This is an optimization exercise on Yosys and OpenROAD, whose aim is small area and a short achievable clock period, not a production implementation.
At most, simulation tests tie the RTL to the original design; equivalence was not proved.
Power figures rest on the tool's default switching activity, not on a simulated workload.

## run 1
==> flow/design.v (excerpt) <==
module fp32_add(
    input wire clk,
    input wire [31:0] a,
    input wire [31:0] b,
    input wire sub,
    input wire [2:0] rm,
    output wire [31:0] result,
    output wire nv,
    output wire of,
    output wire nx
);
Size: roughly 1900 cells after synthesis, ~100 I/O pins.
clock: 6.5 ns
lec_check: 0
abc_area: 1
cap_margin: 20
core_margin: 2
core_utilization: 40
setup_slack_margin: 2
slew_margin: 20
standard.sh (not shown) runs the stock make flow with config.mk's settings and CLKGATE_MAP_FILE= SYNTH_SCRIPT=/design/flow/synth_recipe.tcl, a recipe that flattens the netlist after the stock synthesis.
==> flow/flow/run.sh <==
#!/bin/bash
# The standard layout, with plain buffers (sky130_fd_sc_hd__buf_1) on the ports instead of the
# delay cells that buffer_ports picks by default. Every port still gets its own buffer.
set -euo pipefail
export BUFFER_PORTS_ARGS="-buffer_cell sky130_fd_sc_hd__buf_1"
bash standard.sh > standard.log 2>&1
Run 1 finished every step from synthesis to the final layout, and the layout passed the timing, design-rule and antenna checks.
For run 2, these inputs were changed with respect to run 1:
- SETUP_SLACK_MARGIN changed from 2 to 2.5
[summary]
A last element of the critical path of result[29] is what run 1 shows, while result[30] belongs to run 2.
Effective utilization at floorplan came out exactly the same in run 2 and run 1.
The via count on run 1 is in line with that on run 2.
Compared to run 1, run 2 has clock share of power 0.3 points lower.
Compared to run 1, run 2 shows a wider setup margin.
Run 2 vs run 1: peak clock frequency supported by timing up by a few percent
Global-route usage essentially unchanged between run 2 and run 1.
Setup changes, run 2 to run 3
- a change of SETUP_SLACK_MARGIN from 2.5 to 3.5
Against run 2, power density relative to cell area in run 3 rose slightly. Compared with run 2, the detailed router inserted more vias in run 3. Looking at combined area of the multi-input logic cells, run 3 sits 40% higher than run 2 does. met2 routing resource usage after global routing ends up higher on run 3. Run 3 has less setup slack than run 2. Run 3 vs run 2 — post-detailed-placement cell area rose about 1.6%.
## Diff of input files: run 4 against run 3
- swapping 3.5 for 3 in SETUP_SLACK_MARGIN
Findings:
Run 4 vs. run 3: final-layout clock-cell area share increased 0.51 points; via count shrank by 2008; clock-buffer cell count grew by 4; switching power total saw a decrease; global-route wire length before repair fell by 15%.
For the total detailed-routing wirelength, run 4 came in 21% lower than run 3 did.

* * *

Another version of the RTL of fp32_add (not shown whole).
For scale: about 100 I/O pins, about 12,000 um^2 of cells after synthesis.
// fp32_add
module fp32_add(
    input wire clk,
    input wire [31:0] a,
    input wire [31:0] b,
    input wire sub,
    input wire [2:0] rm,
    output wire [31:0] result,
    output wire nv,
    output wire of,
    output wire nx
);
==> flow/config.mk <==
export PLATFORM = sky130hd
export DESIGN_NAME = fp32_add
export DESIGN_NICKNAME = fp32_add
export VERILOG_FILES = /design/flow/design.v
export SDC_FILE = /design/flow/constraint.sdc
export NUM_CORES = 4
export LEC_CHECK = 0
export ABC_AREA = 1
export CAP_MARGIN = 20
export CORE_MARGIN = 2
export CORE_UTILIZATION = 40
export SETUP_SLACK_MARGIN = 2.5
export SLEW_MARGIN = 20
==> flow/constraint.sdc <==
create_clock -name core_clock -period 6.5 [get_ports {clk}]
set_input_delay 1.3000 -clock core_clock [delete_from_list [all_inputs] [get_ports {clk}]]
set_output_delay 1.3000 -clock core_clock [all_outputs]
set_load 0.01 [all_outputs]
Scripts as last shown in full above: flow/flow/run.sh
The starting point produced a clean layout.
Then changed:
--- a/flow/config.mk
+++ b/flow/config.mk
@@ -12 +12 @@
-export SETUP_SLACK_MARGIN = 2.5
+export SETUP_SLACK_MARGIN = 2
Global-route usage shrinks by 0.34 points.
Die area is unchanged.
Count of clock-buffer cells in the layout does not change.
Non-clock buffer count went down by 16.
Synthesized area is unchanged.
No run of this note included a check of the RTL's function; only the layout flow was run.

* * *

amber:
fp32_add, a different RTL version from the one above (not shown whole).
For scale: about 150 flip-flops, ~0.012 mm2 of cells after synthesis.
==> flow/config.mk <==
export PLATFORM = sky130hd
export DESIGN_NAME = fp32_add
export DESIGN_NICKNAME = fp32_add
export VERILOG_FILES = /design/flow/design.v
export SDC_FILE = /design/flow/constraint.sdc
export NUM_CORES = 4
export LEC_CHECK = 0
export ABC_AREA = 1
export CAP_MARGIN = 20
export CORE_MARGIN = 2
export CORE_UTILIZATION = 40
export CTS_BUF_LIST = sky130_fd_sc_hd__clkbuf_8
export PLACE_DENSITY = 0.65
export SETUP_SLACK_MARGIN = 2.8
export SLEW_MARGIN = 20
==> flow/constraint.sdc <==
create_clock -name core_clock -period 6.5 [get_ports {clk}]
set_input_delay 1.3000 -clock core_clock [delete_from_list [all_inputs] [get_ports {clk}]]
set_output_delay 1.3000 -clock core_clock [all_outputs]
set_load 0.01 [all_outputs]
Scripts as last shown in full above: flow/flow/run.sh
[inputs] zinc vs amber
--- a/flow/config.mk
+++ b/flow/config.mk
@@ -13,2 +13 @@
-export PLACE_DENSITY = 0.65
-export SETUP_SLACK_MARGIN = 2.8
+export SETUP_SLACK_MARGIN = 2.7
### Flow results
zinc reached the end of the flow, and the finished layout is clean on the timing, design-rule and antenna checks. Looking only at final worst clock skew, and setting everything else aside, the lower value of zinc and amber goes to amber. Delta (zinc minus amber): clock network latency to the later pin of the worst-skew pair ~0 delta; detailed-route vias per instance -0.021; design internal power +about 2.6%; areal power density over the cells +2.4%. Power: zinc draws more than amber. Of zinc and amber, the higher maximum clock frequency belongs to amber. Share of power burned in the clock network: zinc > amber. The global-route usage in zinc sits 0.54 points above the value recorded for amber.
The inputs of willow differ from those of zinc as listed below.
--- a/flow/config.mk
+++ b/flow/config.mk
@@ -13 +13,2 @@
-export SETUP_SLACK_MARGIN = 2.7
+export PLACE_DENSITY = 0.65
+export SETUP_SLACK_MARGIN = 2.75
Notes after the runs:
willow ends up with a routed wire length that is about 4% lower than in zinc. Sort zinc and willow by share of the clock period used by the worst path after layout, descending, and zinc comes first. zinc → willow: sequential share of layout area increased by 0.19 points relative to the old numbers, global-route met2 utilization decreased by 1.7 points relative to the old numbers. Global-route wire length before repair for willow is lower than for zinc. The clock input transition at the sequential cells of the worst setup and hold paths on zinc is in line with that on willow. Met1 track utilization from global routing: willow vs zinc down 1.4 points. Higher maximum fanout count along the critical path goes to willow over zinc. In willow, the design area came out 0.72% below the value in zinc. Total power: willow below zinc. Lower worst reg-to-reg path cell count goes to zinc over willow.
Edits applied to the flow inputs when going from willow to violet:
--- a/flow/config.mk
+++ b/flow/config.mk
@@ -13,2 +13 @@
-export PLACE_DENSITY = 0.65
-export SETUP_SLACK_MARGIN = 2.75
+export SETUP_SLACK_MARGIN = 2.9
--- outcome ---
willow was smaller in final cell area than violet.
Reg-to-reg setup timing slack was lower in violet than in willow.
Wire length deteriorates in violet relative to willow.
Global-route usage on violet is up relative to willow.
The clock share of power on willow is in line with that on violet.
willow → violet: worst setup slack now larger; non-clock buffer area fraction after layout now larger; final cell count now larger.
> inputs changed (violet -> raven)
--- a/flow/config.mk
+++ b/flow/config.mk
@@ -13 +13 @@
-export SETUP_SLACK_MARGIN = 2.9
+export SETUP_SLACK_MARGIN = 2.8
Notes after the runs:
Net load switching power: raven < violet. Of the two values seen for timing endpoint of the critical path, result[29] was produced by violet and result[30] by raven. Going from violet to raven, routing usage on met2 grows by 0.18 points. The flow did not stop early for raven: all stages ran, and the layout cleared the timing, design-rule and antenna checks. | via count of the first global-routing pass | higher: raven |.

* * *

The RTL this note starts from:
==> flow/design.v <==
`default_nettype none
module fp32_add(
    input wire clk,
    input wire [31:0] a,
    input wire [31:0] b,
    input wire sub,
    input wire [2:0] rm,
    output wire [31:0] result,
    output wire nv,
    output wire of,
    output wire nx
);
    integer k;
    wire a_sign = a[31];
    wire b_sign = b[31] ^ sub;
    wire [7:0] a_exp = a[30:23];
    wire [7:0] b_exp = b[30:23];
    wire [22:0] a_frac = a[22:0];
    wire [22:0] b_frac = b[22:0];
    wire a_emax = &a_exp;
    wire b_emax = &b_exp;
    wire a_fz = ~|a_frac;
    wire b_fz = ~|b_frac;
    wire a_nan = a_emax & ~a_fz;
    wire b_nan = b_emax & ~b_fz;
    wire a_inf = a_emax & a_fz;
    wire b_inf = b_emax & b_fz;
    wire a_snan = a_nan & ~a_frac[22];
    wire b_snan = b_nan & ~b_frac[22];
    wire s0_is_sub = a_sign ^ b_sign;
    wire s0_inf_inf = s0_is_sub & a_inf & b_inf;
    wire s0_nv = a_snan | b_snan | s0_inf_inf;
    wire s0_nan = a_nan | b_nan | s0_inf_inf;
    wire s0_inf = ~s0_nan & (a_inf | b_inf);
    wire [1:0] s0_special = {s0_nan, s0_inf | s0_nv};
    wire a_hid = |a_exp;
    wire b_hid = |b_exp;
    wire [7:0] a_eeff = {a_exp[7:1], a_exp[0] | ~a_hid};
    wire [7:0] b_eeff = {b_exp[7:1], b_exp[0] | ~b_hid};
    wire [7:0] d_ab = a_eeff - b_eeff;
    wire [7:0] d_ba = b_eeff - a_eeff;
    wire [4:0] off_ab = (|d_ab[7:5]) ? 5'd31 : d_ab[4:0];
    wire [4:0] off_ba = (|d_ba[7:5]) ? 5'd31 : d_ba[4:0];
    wire swap = a[30:0] < b[30:0];
    wire [7:0] l_exp = swap ? b_exp : a_exp;
    wire [22:0] l_frac = swap ? b_frac : a_frac;
    wire [23:0] s_sig = swap ? {a_hid, a_frac} : {b_hid, b_frac};
    wire l_sign = swap ? b_sign : a_sign;
    wire [4:0] s0_off = swap ? off_ba : off_ab;
    reg r1_sign, r1_is_sub;
    reg [2:0] r1_rm;
    reg [1:0] r1_special;
    reg [7:0] r1_lexp;
    reg [22:0] r1_lfrac;
    reg [23:0] r1_ssig;
    reg [4:0] r1_off;
    always @(posedge clk) begin
        r1_sign <= l_sign;
        r1_is_sub <= s0_is_sub;
        r1_rm <= rm;
        r1_special <= s0_special;
        r1_lexp <= l_exp;
        r1_lfrac <= l_frac;
        r1_ssig <= s_sig;
        r1_off <= s0_off;
    end
    wire l_hid = |r1_lexp;
    wire [7:0] l_e = {r1_lexp[7:1], r1_lexp[0] | ~l_hid};
    wire [27:0] in1 = {1'b0, l_hid, r1_lfrac, 3'b000};
    wire [26:0] sh0 = {r1_ssig, 3'b000};
    wire [26:0] sh1 = r1_off[4] ? {16'b0, sh0[26:16]} : sh0;
    wire [26:0] sh2 = r1_off[3] ? {8'b0, sh1[26:8]} : sh1;
    wire [26:0] sh3 = r1_off[2] ? {4'b0, sh2[26:4]} : sh2;
    wire [26:0] sh4 = r1_off[1] ? {2'b0, sh3[26:2]} : sh3;
    wire [26:0] sh5 = r1_off[0] ? {1'b0, sh4[26:1]} : sh4;
    reg sticky;
    always @* begin
        sticky = 1'b0;
        for (k = 0; k < 24; k = k + 1)
            if (r1_off >= k + 3) sticky = sticky | r1_ssig[k];
    end
    wire [27:0] in2 = {1'b0, sh5[26:1], sticky};
    wire [27:0] in2x = in2 ^ {28{r1_is_sub}};
    wire [28:0] sum_c = {in1, 1'b1} + {in2x, r1_is_sub};
    wire [27:0] s1_sum = sum_c[28:1];
    wire [7:0] s1_exp = l_e + 8'd1;
    wire rdn = r1_rm == 3'b010;
    wire rup = r1_rm == 3'b011;
    wire rtz = r1_rm == 3'b001;
    wire rmm = r1_rm == 3'b100;
    wire s1_up = (rdn & r1_sign) | (rup & ~r1_sign);
    wire s1_dn = rtz | (rdn & ~r1_sign) | (rup & r1_sign);
    wire [1:0] s1_cls = {s1_up | rmm, s1_dn | rmm};
    wire s1_zsign = r1_is_sub ? rdn : r1_sign;
    reg r2_sign, r2_zsign;
    reg [1:0] r2_cls;
    reg [1:0] r2_special;
    reg [7:0] r2_exp;
    reg [27:0] r2_sum;
    always @(posedge clk) begin
        r2_sign <= r1_sign;
        r2_zsign <= s1_zsign;
        r2_cls <= s1_cls;
        r2_special <= r1_special;
        r2_exp <= s1_exp;
        r2_sum <= s1_sum;
    end
    reg [27:0] lim_mask;    
    reg [27:0] above_mask;  
    always @* begin
        for (k = 0; k < 28; k = k + 1) begin
            lim_mask[k] = (r2_exp == 8'd28 - k);
            above_mask[k] = (r2_exp >= 8'd28 - k);
        end
    end
    wire [27:0] x = r2_sum | lim_mask;
    wire z4 = ~|x[27:12];
    wire [15:0] x4 = z4 ? x[11:0] << 4 : x[27:12];
    wire z3 = ~|x4[15:8];
    wire [7:0] x3 = z3 ? x4[7:0] : x4[15:8];
    wire z2 = ~|x3[7:4];
    wire [3:0] x2 = z2 ? x3[3:0] : x3[7:4];
    wire z1 = ~|x2[3:2];
    wire [1:0] x1 = z1 ? x2[1:0] : x2[3:2];
    wire z0 = ~x1[1];
    wire [4:0] lzc = {z4, z3, z2, z1, z0};
    wire [27:0] n4 = z4 ? {r2_sum[11:0], 16'b0} : r2_sum;
    wire [27:0] n3 = z3 ? {n4[19:0], 8'b0} : n4;
    wire [27:0] n2 = z2 ? {n3[23:0], 4'b0} : n3;
    wire [27:0] n1 = z1 ? {n2[25:0], 2'b0} : n2;
    wire [27:0] n0 = z0 ? {n1[26:0], 1'b0} : n1;
    wire s2_tiny = ~|(r2_sum & above_mask);    
    wire [7:0] e_norm = s2_tiny ? 8'd0 : r2_exp - {3'b0, lzc};
    wire c1 = r2_sum[27];
    wire c2 = ~r2_sum[27] & r2_sum[26];
    wire lsb = c1 ? r2_sum[4] : c2 ? r2_sum[3] : r2_sum[2];
    wire g = c1 ? r2_sum[3] : c2 ? r2_sum[2] : r2_sum[1];
    wire st = c1 ? |r2_sum[2:0] : c2 ? |r2_sum[1:0] : r2_sum[0];
    wire inexact = g | st;
    reg add_one;
    always @* begin
        case (r2_cls)
            2'd0: add_one = g & (lsb | st);
            2'd1: add_one = 1'b0;
            2'd2: add_one = g | st;
            default: add_one = g;
        endcase
    end
    wire sp_inf = r2_special == 2'b01;
    wire sp_nan = r2_special[1];
    wire sp = |r2_special;
    wire ovf = ~sp & c1 & (&r2_exp);           
    wire of_max = r2_cls == 2'd1;              
    wire zero_sign = ~|r2_sum;
    reg [30:0] s2_mag;
    always @* begin
        if (sp_nan) s2_mag = 31'h7fc00000;
        else if (sp_inf | (ovf & ~of_max)) s2_mag = 31'h7f800000;
        else if (ovf) s2_mag = 31'h7f7fffff;
        else s2_mag = {e_norm, n0[26:4]};
    end
    reg r3_sign, r3_inc, r3_nx, r3_of, r3_nv;
    reg [30:0] r3_mag;
    always @(posedge clk) begin
        r3_sign <= ~sp_nan & (zero_sign ? r2_zsign : r2_sign);
        r3_inc <= ~sp & ~ovf & add_one;
        r3_nx <= ~sp & (inexact | ovf);
        r3_of <= ovf;
        r3_nv <= r2_special == 2'b11;
        r3_mag <= s2_mag;
    end
    assign result = {r3_sign, r3_mag + {30'b0, r3_inc}};
    assign of = r3_of | (r3_inc & (r3_mag[30:23] == 8'hfe) & (&r3_mag[22:0]));
    assign nx = r3_nx;
    assign nv = r3_nv;
endmodule
`default_nettype wire
Settings: LEC_CHECK=0, CAP_MARGIN=20, CORE_MARGIN=2, CORE_UTILIZATION=40, SETUP_SLACK_MARGIN=2, SLEW_MARGIN=20; clock period 6.5 ns.
run.sh (not shown) runs the stock make flow with config.mk's settings and CLKGATE_MAP_FILE= SYNTH_SCRIPT=/design/flow/synth_recipe.tcl, a recipe that flattens the netlist after the stock synthesis.
Stock flow here: none of the scripts above is used.
Rerun with:
CORE_UTILIZATION = 55   (was 40)
SETUP_SLACK_MARGIN = 3   (was 2)
What happened: Worst setup slack improves by 0.27 ns. Final area rises by 20%. Power increases by 23%. Via count grows by 13%. Die area came out lower by 27%.

* * *

== v9 ==
fp32_add, a different RTL version from the one above (not shown whole).
Size: ~1900 cells after synthesis, ~100 I/O pins, about 12000 sq um of cells after synthesis.
==> flow/config.mk <==
export PLATFORM = sky130hd
export DESIGN_NAME = fp32_add
export DESIGN_NICKNAME = fp32_add
export VERILOG_FILES = /design/flow/design.v
export SDC_FILE = /design/flow/constraint.sdc
export NUM_CORES = 4
export LEC_CHECK = 0
export ABC_AREA = 1
export CAP_MARGIN = 20
export CORE_MARGIN = 2
export CORE_UTILIZATION = 40
export CTS_BUF_LIST = sky130_fd_sc_hd__clkbuf_8
export SETUP_SLACK_MARGIN = 2.4
export SLEW_MARGIN = 20
==> flow/constraint.sdc <==
create_clock -name core_clock -period 6.5 [get_ports {clk}]
set_input_delay 1.3000 -clock core_clock [delete_from_list [all_inputs] [get_ports {clk}]]
set_output_delay 1.3000 -clock core_clock [all_outputs]
set_load 0.01 [all_outputs]
standard.sh (not shown) runs the stock make flow with config.mk's settings and CLKGATE_MAP_FILE= SYNTH_SCRIPT=/design/flow/synth_recipe.tcl, a recipe that flattens the netlist after the stock synthesis.
Scripts as last shown in full above: flow/flow/run.sh
v9 | stages: all done | timing, DRC, antenna: all pass
Input changes introduced in v16 (baseline for comparison: v9):
Settings: SETUP_SLACK_MARGIN now 2.5, was 2.4.
==> comparison <==
As far as relative contribution of sequential cells to total power is concerned, v16 and v9 perform about the same.
In the metrics for v16 and v9, the one carrying the higher post-CTS setup buffer count is v16.
Number of detailed-routing iterations run before antenna repair came out lower on v16 than on v9.
v16 vs. v9: measured slew at the worst slew-check pin went up by 0.0080 ns.
STATUS finished layout cell area: v16 loses against v9
Between v16 and v9, the global-route usage over all layers figures differ only marginally.
diff inputs: v16 => v11
Settings: CAP_MARGIN now 0, was 20; SLEW_MARGIN now 0, was 20.
- Diff v16..v11 | average via count per standard cell | unchanged
- v16 -> v11: via count delta 0, exact match
- Comparing v11 against v16, there is no change at all in net switching share of the total power.
- v11 vs. v16: initial core utilization essentially unchanged, total design power has remained practically unchanged, met3 layer usage reported by global route essentially unchanged, later-pin clock latency in the skew report flat.
diff inputs: v11 => v2
Settings: SLEW_MARGIN: 0 -> 20; PLACE_DENSITY: unset -> 0.65; CAP_MARGIN: 0 -> 20.
### Flow results
Measured against each other, v2 and v11 differ in worst setup slack, the higher figure coming from v2. Comparing v2 against v11, there is no change at all in number of detailed-routing iterations run before antenna repair. Cell area | v2 vs v11 | v2 smaller.

[re-timing with driven ports]
In the flow no input, the clock included, has a driving cell. The finished layouts below were timed again as built, in two steps.
Step 1 sets driving cells, clkbuf_16 on the clock port and buf_2 on the other inputs (assumed; they add their load-dependent delay and slew).
Step 2, shift: input delay + t, output delay - t, t = (earliest + latest rising clock arrival at the registers) / 2. This alone moves slack from input paths to output paths.
a / b / c = no drivers / after step 1 / after step 2; a / b = the first two.
run	t (ns)	setup WS [ns]	worst slew at a driven data input, ns	pins driven straight from the clock port
run 1	0.485	2.240 / 2.188 / 2.147	0.04	1
run 2	0.484	2.512 / 2.460 / 2.317	0.04	1
run 3	0.482	2.488 / 2.435 / 2.578	0.06	1
run 4	0.485	2.492 / 2.438 / 2.602	0.05	1
the first run of note 2	0.475	2.541 / 2.541 / 2.393	0.05	1
the second run of note 2	0.476	2.317 / 2.317 / 2.317	0.05	1
amber	0.498	2.952 / 2.909 / 2.519	0.05	1
zinc	0.508	2.818 / 2.770 / 2.448	0.05	1
willow	0.499	2.902 / 2.859 / 2.465	0.05	1
violet	0.498	2.947 / 2.901 / 2.561	0.06	1
raven	0.512	2.908 / 2.860 / 2.549	0.05	1
the first run of note 4	0.478	2.099 / 2.132 / 1.654	0.04	1
the second run of note 4	0.484	2.365 / 2.365 / 2.236	0.05	1
v9	0.513	2.669 / 2.622 / 2.343	0.05	1
v16	0.510	2.741 / 2.694 / 2.296	0.05	1
v11	0.510	2.741 / 2.694 / 2.296	0.05	1
v2	0.509	2.745 / 2.695 / 2.307	0.04	1
After both steps setup and hold are still met in every run listed.
